Background: an optimization exercise with open tools, aiming at small area. Do not read the settings as production practice.
Only simulation tests tie the RTL to the original design; equivalence was not proved.
Power and IR drop assume default switching activity.

## build 5
// axi_dfm_v1_0
module axi_dfm_v1_0(
    input logic s_axi_aclk,
    input logic s_axi_aresetn,
    input  logic [31:0] s_axi_awaddr,
    input  logic        s_axi_awvalid,
    output logic        s_axi_awready,
    input  logic [31:0] s_axi_wdata,
    input  logic        s_axi_wvalid,
    output logic        s_axi_wready,
    output logic s_axi_bvalid,
    input  logic s_axi_bready,
    input  logic [31:0] s_axi_araddr,
    input  logic        s_axi_arvalid,
    output logic        s_axi_arready,
    output logic [31:0] s_axi_rdata,
    output logic        s_axi_rvalid,
    input  logic        s_axi_rready,
    input  logic signal_in,
    output logic signal_done
);
localparam int W = 16;
logic [4:0] gate_en;
logic [4:0] gate_sync;
logic [W-1:0] gate_shift;
logic [W-1:0] gate_total;
logic         sig_clk_p;
logic     [4:0] raw_wr_en;
logic [2*W-1:0] raw_wr_data[5];
logic           reg_wr_en;
logic [2*W-1:0] reg_wr_data;
logic [2*W-1:0] reg_rd_data;
logic           wr_valid;
logic           rd_valid;
logic  [W-1:0] rdata;
assign s_axi_awready = s_axi_aresetn && s_axi_awvalid && (!s_axi_bvalid || s_axi_bready);
assign s_axi_wready  = s_axi_aresetn && s_axi_wvalid  && (!s_axi_bvalid || s_axi_bready);
assign s_axi_arready = s_axi_aresetn && s_axi_arvalid && (!s_axi_rvalid || s_axi_rready);
assign s_axi_rdata = {{(32-W){1'b0}}, rdata};
assign signal_done = reg_wr_en;
always_ff @(posedge s_axi_aclk or negedge s_axi_aresetn)
begin
    if (!s_axi_aresetn) begin
        gate_shift <= {W{1'b0}};
        gate_total <= {W{1'b0}};
        rd_valid <= 1'b0;
        s_axi_bvalid <= 1'b0;
        s_axi_rvalid <= 1'b0;
    end else begin
        if (s_axi_awready) begin
            case (s_axi_awaddr[7:0])
  ...
For scale: roughly 1500 cells after synthesis, about 410 flip-flops, ~140 I/O pins.
export LEC_CHECK = 0
export CAP_MARGIN = 5
export CORE_MARGIN = 2
export CORE_UTILIZATION = 70
export PLACE_DENSITY = 0.85
export SLEW_MARGIN = 5
create_clock -name core_clock -period 5.0 [get_ports {s_axi_aclk}]
standard.sh (not shown) runs the stock make flow with config.mk's settings and CLKGATE_MAP_FILE= SYNTH_SCRIPT=/design/flow/synth_recipe.tcl, a recipe that flattens the netlist after the stock synthesis.
==> flow/flow/run.sh <==
#!/bin/bash
# Standard ORFS layout, except: an area-oriented ABC mapping script in synthesis
# (registers are mapped before ABC runs, so they are the standard synthesis's),
# no half/full-adder cell extraction (ABC maps the adders with the rest),
# smaller port buffers, and a clock tree without dummy loads.
set -euo pipefail
F=$(pwd)/flow
export MY_ABC_SCRIPT=$F/area.script
export BUFFER_PORTS_ARGS="-buffer_cell sky130_fd_sc_hd__buf_1"
export CTS_ARGS="-sink_clustering_enable -repair_clock_nets -dont_use_dummy_load $(cat $F/cts_args.txt)"
bash standard.sh SYNTH_SCRIPT=$F/my_synth.tcl ADDER_MAP_FILE= finish > flow_make.log 2>&1
==> flow/flow/area.script <==
&get -n
&st
&dch -f
&nf -a -R 1000
&put
mfs3 -ae
&get -n
&st
&dch -f
&nf -a -R 1000
&put
mfs3 -ae
&get -n
&st
&dch -f
&nf -a -R 1000
&put
==> flow/flow/cts_args.txt <==
-sink_clustering_size 36 -sink_clustering_max_diameter 50
==> flow/flow/my_synth.tcl <==
proc synth {args} { yosys synth -nofsm -noshare {*}$args }
set fh [open $::env(SCRIPTS_DIR)/synth.tcl]
set body [read $fh]
close $fh
set old {log_cmd abc {*}$abc_args}
set new {set abc_args [lreplace $abc_args 1 1 $::env(MY_ABC_SCRIPT)]; log_cmd abc {*}$abc_args}
if {[string first $old $body] < 0} { error "abc call not found" }
set body [string map [list $old $new] $body]
eval $body
# left out here: clear keep_hierarchy, flatten, clean up, hide names made inside functions, write 1_2_yosys.v
Every stage of the flow completed for build 5, and the final layout passed the timing, DRC and antenna checks.
Input changes introduced in build 3 (baseline for comparison: build 5):
- CORE_UTILIZATION now 65, was 70
- SLEW_MARGIN now 20, was 5
- PLACE_DENSITY now 0.8, was 0.85
- CAP_MARGIN now 20, was 5
==> flow/flow/area.script <==
&get -n
&st
&deepsyn -T 30
&dch -f
&nf -a -R 1000
&put
==> flow/flow/cts_args.txt <==
-sink_clustering_size 30 -sink_clustering_max_diameter 100
--- outcome ---
On setup skew after layout, build 3 and build 5 are neck and neck. Actual slew at the worst max-slew pin, build 3 and build 5: smaller value in build 3. Relative to build 5, the part of the power in combinational logic of build 3 is lower by 17 points.
What build 27 does differently from build 3 at the input level:
- PLACE_DENSITY now 0.85, was 0.8
- CORE_UTILIZATION now 70, was 65
==> flow/flow/area.script <==
&get -n
&st
&dch -f
&nf -a -R 1000
&put
mfs3 -ae
&get -n
&st
&dch -f
&nf -a -R 1000
&put
mfs3 -ae
&get -n
&st
&dch -f
&nf -a -R 1000
&put
--- outcome ---
On layout-stage area growth over the synthesis result: between build 3 and build 27, it ends up lower for build 27. On clock buffer count in the final layout, build 3 and build 27 are basically level. The fraction of area in multi-input gates number comes out lower for build 3 vs build 27. Every stage of the flow completed for build 27, and the final layout passed the timing, DRC and antenna checks. Against build 3, build 27 reports a final standard cell utilization of the core that is higher. In the flow results for build 3 and build 27, the initial core utilization is smaller on build 3.

lane 1:
The RTL this note starts from:
==> flow/design.v <==
module data_syn(
    input logic clk_i,
    input logic rst_n_i,
    input logic data_i,
    output logic pos_edge_o
);
logic [3:0] data;
assign pos_edge_o = data[2] & ~data[3];
always_ff @(posedge clk_i or negedge rst_n_i)
begin
    if (!rst_n_i) begin
        data <= 4'b0000;
    end else begin
        data <= {data[2:0], data_i};
    end
end
endmodule
module edge2en(
    input logic clk_i,
    input logic rst_n_i,
    input logic data_i,
    output logic pos_edge_o
);
logic data_a, data_b;
assign pos_edge_o = ~data_b & data_a;
always_ff @(posedge clk_i or negedge rst_n_i)
begin
    if (!rst_n_i) begin
        data_a <= 1'b0;
        data_b <= 1'b0;
    end else begin
        data_a <= data_i;
        data_b <= data_a;
    end
end
endmodule
module startup #(
    parameter int W = 32
) (
    input logic clk_i,
    input logic rst_n_i,
    input logic  [4:0] gate_sync_i,
    input logic [W-1:0] gate_shift_i,
    output logic [4:0] gate_en_o
);
logic  [4:0] gate_en;
logic [W-1:0] gate_cnt;
logic        gate_next;
logic        gate_done;
assign gate_en_o = gate_en;
edge2en gate_next_en(
    .clk_i(clk_i),
    .rst_n_i(rst_n_i),
    .data_i(gate_done & (gate_en == gate_sync_i)),
    .pos_edge_o(gate_next)
);
logic [W-1:0] gate_cnt_c;
assign gate_cnt_c[0] = 1'b1;
genvar k;
generate
    for (k = 1; k < W; k = k + 1) begin: carry
        assign gate_cnt_c[k] = gate_cnt_c[k-1] & gate_cnt[k-1];
    end
endgenerate
always_ff @(posedge clk_i or negedge rst_n_i)
begin
    if (!rst_n_i) begin
        gate_en   <= 5'b00000;
        gate_cnt  <= {W{1'b0}};
        gate_done <= 1'b0;
    end else begin
        gate_en   <= gate_next ? {gate_en[3:0], (gate_sync_i != 5'b01111)} : gate_en;
        gate_cnt  <= gate_next ? {W{1'b0}} : gate_cnt ^ gate_cnt_c;
        gate_done <= gate_next ? 1'b0 : (gate_cnt == gate_shift_i) ? 1'b1 : gate_done;
    end
end
endmodule
module measure #(
    parameter int W = 32
) (
    input logic clk_i,
    input logic rst_n_i,
    input logic sig_clk_p_i,
    input logic         gate_en_i,
    input logic [W-1:0] gate_total_i,
    output logic           reg_wr_en_o,
    output logic [2*W-1:0] reg_wr_data_o,
    output logic gate_sync_o
);
logic gate_sync;
logic [1:0] close_st;
logic         gate_en;
logic [W-1:0] gate_cnt;
logic [W-1:0] sig_clk_cnt;
logic [W-1:0] ref_clk_cnt;
logic reg_wr_en;
assign reg_wr_en = close_st[1] & ~close_st[0];
assign reg_wr_en_o = reg_wr_en;
assign reg_wr_data_o = {ref_clk_cnt, sig_clk_cnt};
assign gate_sync_o = gate_sync;
always_ff @(posedge clk_i or negedge rst_n_i)
begin
    if (!rst_n_i) begin
        gate_en   <= 1'b0;
        gate_sync <= 1'b0;
        close_st <= 2'b00;
    end else begin
        if (gate_sync) begin
            gate_en <= (gate_cnt == gate_total_i) ? 1'b0 : gate_en;
        end else begin
            gate_en <= gate_en_i;
        end
        if (sig_clk_p_i)
            gate_sync <= gate_en;
        close_st[0] <= gate_sync | (close_st[0] & ~close_st[1]);
        close_st[1] <= ~gate_sync & close_st[0];
    end
end
logic cnt_clr;
assign cnt_clr = ~(gate_sync | close_st[0]);
logic [W-1:0] gate_cnt_c, sig_clk_cnt_c, ref_clk_cnt_c;
logic [W-1:0] gate_cnt_n, sig_clk_cnt_n, ref_clk_cnt_n;
assign gate_cnt_c[0]    = 1'b1;
assign sig_clk_cnt_c[0] = sig_clk_p_i & gate_sync;
assign ref_clk_cnt_c[0] = gate_sync;
genvar k;
generate
    for (k = 1; k < W; k = k + 1) begin: carry
        assign gate_cnt_c[k]    = gate_cnt_c[k-1]    & gate_cnt[k-1];
        assign sig_clk_cnt_c[k] = sig_clk_cnt_c[k-1] & sig_clk_cnt[k-1];
        assign ref_clk_cnt_c[k] = ref_clk_cnt_c[k-1] & ref_clk_cnt[k-1];
    end
endgenerate
assign gate_cnt_n    = gate_cnt    ^ gate_cnt_c;
assign sig_clk_cnt_n = sig_clk_cnt ^ sig_clk_cnt_c;
assign ref_clk_cnt_n = ref_clk_cnt ^ ref_clk_cnt_c;
always_ff @(posedge clk_i)
begin
    gate_cnt    <= gate_sync ? gate_cnt_n : {W{1'b0}};
    sig_clk_cnt <= cnt_clr ? {W{1'b0}} : sig_clk_cnt_n;
    ref_clk_cnt <= cnt_clr ? {W{1'b0}} : ref_clk_cnt_n;
end
endmodule
`timescale 1ns / 1ps
module axi_dfm_v1_0(
    input logic s_axi_aclk,
    input logic s_axi_aresetn,
    input  logic [31:0] s_axi_awaddr,
    input  logic        s_axi_awvalid,
    output logic        s_axi_awready,
    input  logic [31:0] s_axi_wdata,
    input  logic        s_axi_wvalid,
    output logic        s_axi_wready,
    output logic s_axi_bvalid,
    input  logic s_axi_bready,
    input  logic [31:0] s_axi_araddr,
    input  logic        s_axi_arvalid,
    output logic        s_axi_arready,
    output logic [31:0] s_axi_rdata,
    output logic        s_axi_rvalid,
    input  logic        s_axi_rready,
    input  logic signal_in,
    output logic signal_done
);
localparam int W = 16;
logic [4:0] gate_en;
logic [4:0] gate_sync;
logic [W-1:0] gate_shift;
logic [W-1:0] gate_total;
logic         sig_clk_p;
logic     [4:0] raw_wr_en;
logic [2*W-1:0] raw_wr_data[5];
logic           reg_wr_en;
logic [2*W-1:0] reg_wr_data;
logic [2*W-1:0] reg_rd_data;
logic           wr_valid;
logic           rd_valid;
logic  [W-1:0] rdata;
assign s_axi_awready = s_axi_aresetn && s_axi_awvalid && (!s_axi_bvalid || s_axi_bready);
assign s_axi_wready  = s_axi_aresetn && s_axi_wvalid  && (!s_axi_bvalid || s_axi_bready);
assign s_axi_arready = s_axi_aresetn && s_axi_arvalid && (!s_axi_rvalid || s_axi_rready);
assign s_axi_rdata = {{(32-W){1'b0}}, rdata};
assign signal_done = reg_wr_en;
always_ff @(posedge s_axi_aclk or negedge s_axi_aresetn)
begin
    if (!s_axi_aresetn) begin
        gate_shift <= {W{1'b0}};
        gate_total <= {W{1'b0}};
        rd_valid <= 1'b0;
        s_axi_bvalid <= 1'b0;
        s_axi_rvalid <= 1'b0;
    end else begin
        if (s_axi_awready) begin
            case (s_axi_awaddr[7:0])
                8'h00:
                    gate_shift <= s_axi_wdata[W-1:0];
                8'h04:
                    gate_total <= s_axi_wdata[W-1:0];
                default:
                    rd_valid <= wr_valid;
            endcase
        end
        s_axi_bvalid <= (s_axi_bvalid & ~s_axi_bready) | s_axi_awready;
        s_axi_rvalid <= (s_axi_rvalid & ~s_axi_rready) | s_axi_arready;
    end
end
always_ff @(posedge s_axi_aclk)
begin
    if (s_axi_awready && s_axi_awaddr[7:0] != 8'h00 && s_axi_awaddr[7:0] != 8'h04)
        reg_rd_data <= reg_wr_data;
end
logic rd_ld;
logic rd_00, rd_04, rd_08, rd_0c;
assign rd_ld = !s_axi_rvalid || s_axi_rready;
assign rd_00 = rd_ld && s_axi_araddr[7:0] == 8'h00;
assign rd_04 = rd_ld && s_axi_araddr[7:0] == 8'h04;
assign rd_08 = rd_ld && s_axi_araddr[7:0] == 8'h08 && rd_valid;
assign rd_0c = rd_ld && s_axi_araddr[7:0] == 8'h0C && rd_valid;
always_ff @(posedge s_axi_aclk)
begin
    rdata <= ({W{rd_00}} & gate_shift)
           | ({W{rd_04}} & gate_total)
           | ({W{rd_08}} & reg_rd_data[W-1:0])
           | ({W{rd_0c}} & reg_rd_data[2*W-1:W])
           | ({W{!rd_ld}} & rdata);
end
data_syn sig_clk_syn(
    .clk_i(s_axi_aclk),
    .rst_n_i(s_axi_aresetn),
    .data_i(signal_in),
    .pos_edge_o(sig_clk_p)
);
startup #(.W(W)) startup(
    .clk_i(s_axi_aclk),
    .rst_n_i(s_axi_aresetn),
    .gate_sync_i(gate_sync),
    .gate_shift_i(gate_shift),
    .gate_en_o(gate_en)
);
genvar i;
generate
    for (i = 0; i < 5; i = i + 1) begin: measure_block
        measure #(.W(W)) measure(
            .clk_i(s_axi_aclk),
            .rst_n_i(s_axi_aresetn),
            .sig_clk_p_i(sig_clk_p),
            .gate_en_i(gate_en[i]),
            .gate_total_i(gate_total),
            .reg_wr_en_o(raw_wr_en[i]),
            .reg_wr_data_o(raw_wr_data[i]),
            .gate_sync_o(gate_sync[i])
        );
    end
endgenerate
logic           wr_one;
logic [2*W-1:0] wr_data;
always_comb
begin
    wr_data = {(2*W){1'b0}};
    for (int k = 0; k < 5; k = k + 1)
        wr_data = wr_data | (raw_wr_data[k] & {(2*W){raw_wr_en[k] & wr_one}});
end
logic wr_multi;
assign wr_multi = (raw_wr_en[0] & (|raw_wr_en[4:1])) | (raw_wr_en[1] & (|raw_wr_en[4:2]))
                | (raw_wr_en[2] & (|raw_wr_en[4:3])) | (raw_wr_en[3] & raw_wr_en[4]);
always_ff @(posedge s_axi_aclk or negedge s_axi_aresetn)
begin
    if (!s_axi_aresetn) begin
        reg_wr_en <= 1'b0;
        wr_valid  <= 1'b0;
    end else begin
        reg_wr_en <= |raw_wr_en;
        if (wr_one)
            wr_valid <= 1'b1;
    end
end
assign wr_one = (|raw_wr_en) && !wr_multi;
always_ff @(posedge s_axi_aclk)
begin
    reg_wr_data <= wr_data | (reg_wr_data & {(2*W){!wr_one}});
end
endmodule
clock: 5.0 ns
lec_check: 0
cap_margin: 20
core_margin: 2
core_utilization: 65
place_density: 0.8
slew_margin: 20
==> flow/flow/run.sh <==
#!/bin/bash
# Standard ORFS layout, except: an area-oriented ABC mapping script in synthesis
# (registers are mapped before ABC runs, so they are the standard synthesis's),
# no half/full-adder cell extraction (ABC maps the adders with the rest),
# placement-time buffering not kept (repair_design after placement does it),
# smaller port buffers, and a clock tree without dummy loads.
set -euo pipefail
F=$(pwd)/flow
export MY_ABC_SCRIPT=$F/area.script
export GPL_KEEP_OVERFLOW=0
export BUFFER_PORTS_ARGS="-buffer_cell sky130_fd_sc_hd__buf_1"
export CTS_ARGS="-sink_clustering_enable -repair_clock_nets -dont_use_dummy_load $(cat $F/cts_args.txt)"
bash standard.sh SYNTH_SCRIPT=$F/my_synth.tcl ADDER_MAP_FILE= finish > flow_make.log 2>&1
==> flow/flow/area.script <==
&get -n
&st
&dch -f
&nf -a -R 1000
&put
mfs3 -ae
&get -n
&st
&dch -f
&nf -a -R 1000
&put
mfs3 -ae
&get -n
&st
&dch -f
&nf -a -R 1000
&put
==> flow/flow/cts_args.txt <==
-sink_clustering_size 30 -sink_clustering_max_diameter 100
Scripts as last shown in full above: flow/flow/my_synth.tcl
The inputs of lane 2 differ from those of lane 1 as listed below.
- changing PLACE_DENSITY from 0.8 to 0.85
- changing CORE_UTILIZATION from 65 to 70
- changing CAP_MARGIN from 20 to 5
- changing SLEW_MARGIN from 20 to 5
--- a/flow/flow/run.sh
+++ b/flow/flow/run.sh
@@ -3,10 +3,8 @@
 # (registers are mapped before ABC runs, so they are the standard synthesis's),
 # no half/full-adder cell extraction (ABC maps the adders with the rest),
-# placement-time buffering not kept (repair_design after placement does it),
 # smaller port buffers, and a clock tree without dummy loads.
 set -euo pipefail
 F=$(pwd)/flow
 export MY_ABC_SCRIPT=$F/area.script
-export GPL_KEEP_OVERFLOW=0
 export BUFFER_PORTS_ARGS="-buffer_cell sky130_fd_sc_hd__buf_1"
 export CTS_ARGS="-sink_clustering_enable -repair_clock_nets -dont_use_dummy_load $(cat $F/cts_args.txt)"
--- a/flow/flow/area.script
+++ b/flow/flow/area.script
@@ -1,4 +1,5 @@
 &get -n
 &st
+&deepsyn -T 30
 &dch -f
 &nf -a -R 1000
Notes after the runs:
Looking at portion of the clock cycle consumed by the worst path in the final layout across lane 1 and lane 2, the one that comes out higher is lane 1.
Sort lane 1 and lane 2 by final-layout fill cell count desc -> top: lane 1
Lane 1 has lower final weighted congestion of routability-driven global placement than lane 2.
Input changes introduced in lane 3 (baseline for comparison: lane 2):
- PLACE_DENSITY: 0.85 -> 0.92
- CORE_UTILIZATION: 70 -> 80
--- a/flow/flow/area.script
+++ b/flow/flow/area.script
@@ -1,5 +1,4 @@
 &get -n
 &st
-&deepsyn -T 30
 &dch -f
 &nf -a -R 1000
[summary]
- In the tables for lane 2 and lane 3, sequential-cell power consumption reads higher with lane 3.
- Where estimated wirelength of the detail-placed design is concerned, lane 2 is outperformed by lane 3.
- Compared with lane 2, lane 3 is the more power-hungry design.
- Lane 3 vs lane 2: inverter count of the layout excluding clock inverters down
Relative to lane 3, the following input files were edited for lane 4:
- PLACE_DENSITY: 0.92 -> 0.85
- CORE_UTILIZATION: 80 -> 70
==> comparison <==
- Lane 4 vs lane 3 — detail-routed net length per standard cell dropped by a little under 10%
- Higher starting utilization of the core area was reported by lane 3, not lane 4.
- Relative to lane 3, the maximum number of pins on one net before global-route repair measured on lane 4 has increased by more than a quarter.
- Switching share of power, lane 4 and lane 3: higher on lane 3
- Compared with lane 3, lane 4 shows via count of the first global-routing pass that has gone down by a few percent.
- From lane 3 to lane 4 the numbers moved as follows: met3 routed wirelength -1200 um, via count decreased 487, multi-input combinational cell area held steady, non-clock buffer count decreased by 4.8% relative to the old numbers.
- Sequential cell count of the final layout: lane 3 vs lane 4 identical

-- separate check: timing with driven ports --
Ports are ideal in the flow. The routed layouts listed here were re-timed in OpenROAD.
Step 1 (the two cells are an assumption about what drives the block):
set clk [get_ports {s_axi_aclk}]
set_driving_cell -lib_cell sky130_fd_sc_hd__clkbuf_16 $clk
set_driving_cell -lib_cell sky130_fd_sc_hd__buf_2 [delete_from_list [all_inputs] $clk]
Step 2 times the ports against the registers' clock, not the clock port: input delays grow and output delays shrink by t, the midpoint of the rising clock arrivals with the driver on.
Three values: ideal ports, drivers, drivers and shift; two values: the first two.
run | t (ns) | setup slack, ns | clock arrival spread, ns | worst slew at a driven data input, ns | pins driven straight from the clock port
build 5 | 0.550 | 1.411 / 1.411 / 1.345 | 0.041 / 0.041 | 0.05 | 1
build 3 | 0.565 | 1.266 / 1.266 / 1.266 | 0.038 / 0.037 | 0.05 | 1
build 27 | 0.548 | 1.479 / 1.479 / 1.474 | 0.040 / 0.040 | 0.05 | 1
lane 1 | 0.549 | 1.379 / 1.358 / 1.242 | 0.036 / 0.036 | 0.04 | 1
lane 2 | 0.554 | 1.447 / 1.447 / 1.447 | 0.048 / 0.047 | 0.08 | 1
lane 3 | 0.545 | 1.309 / 1.309 / 1.309 | 0.037 / 0.037 | 0.05 | 1
lane 4 | 0.548 | 1.446 / 1.446 / 1.446 | 0.039 / 0.039 | 0.05 | 1
After both steps every run listed still meets setup and hold. For lane 1, which loses most, drivers alone change the setup slack by -0.021 ns; drivers and shift together by -0.137 ns.
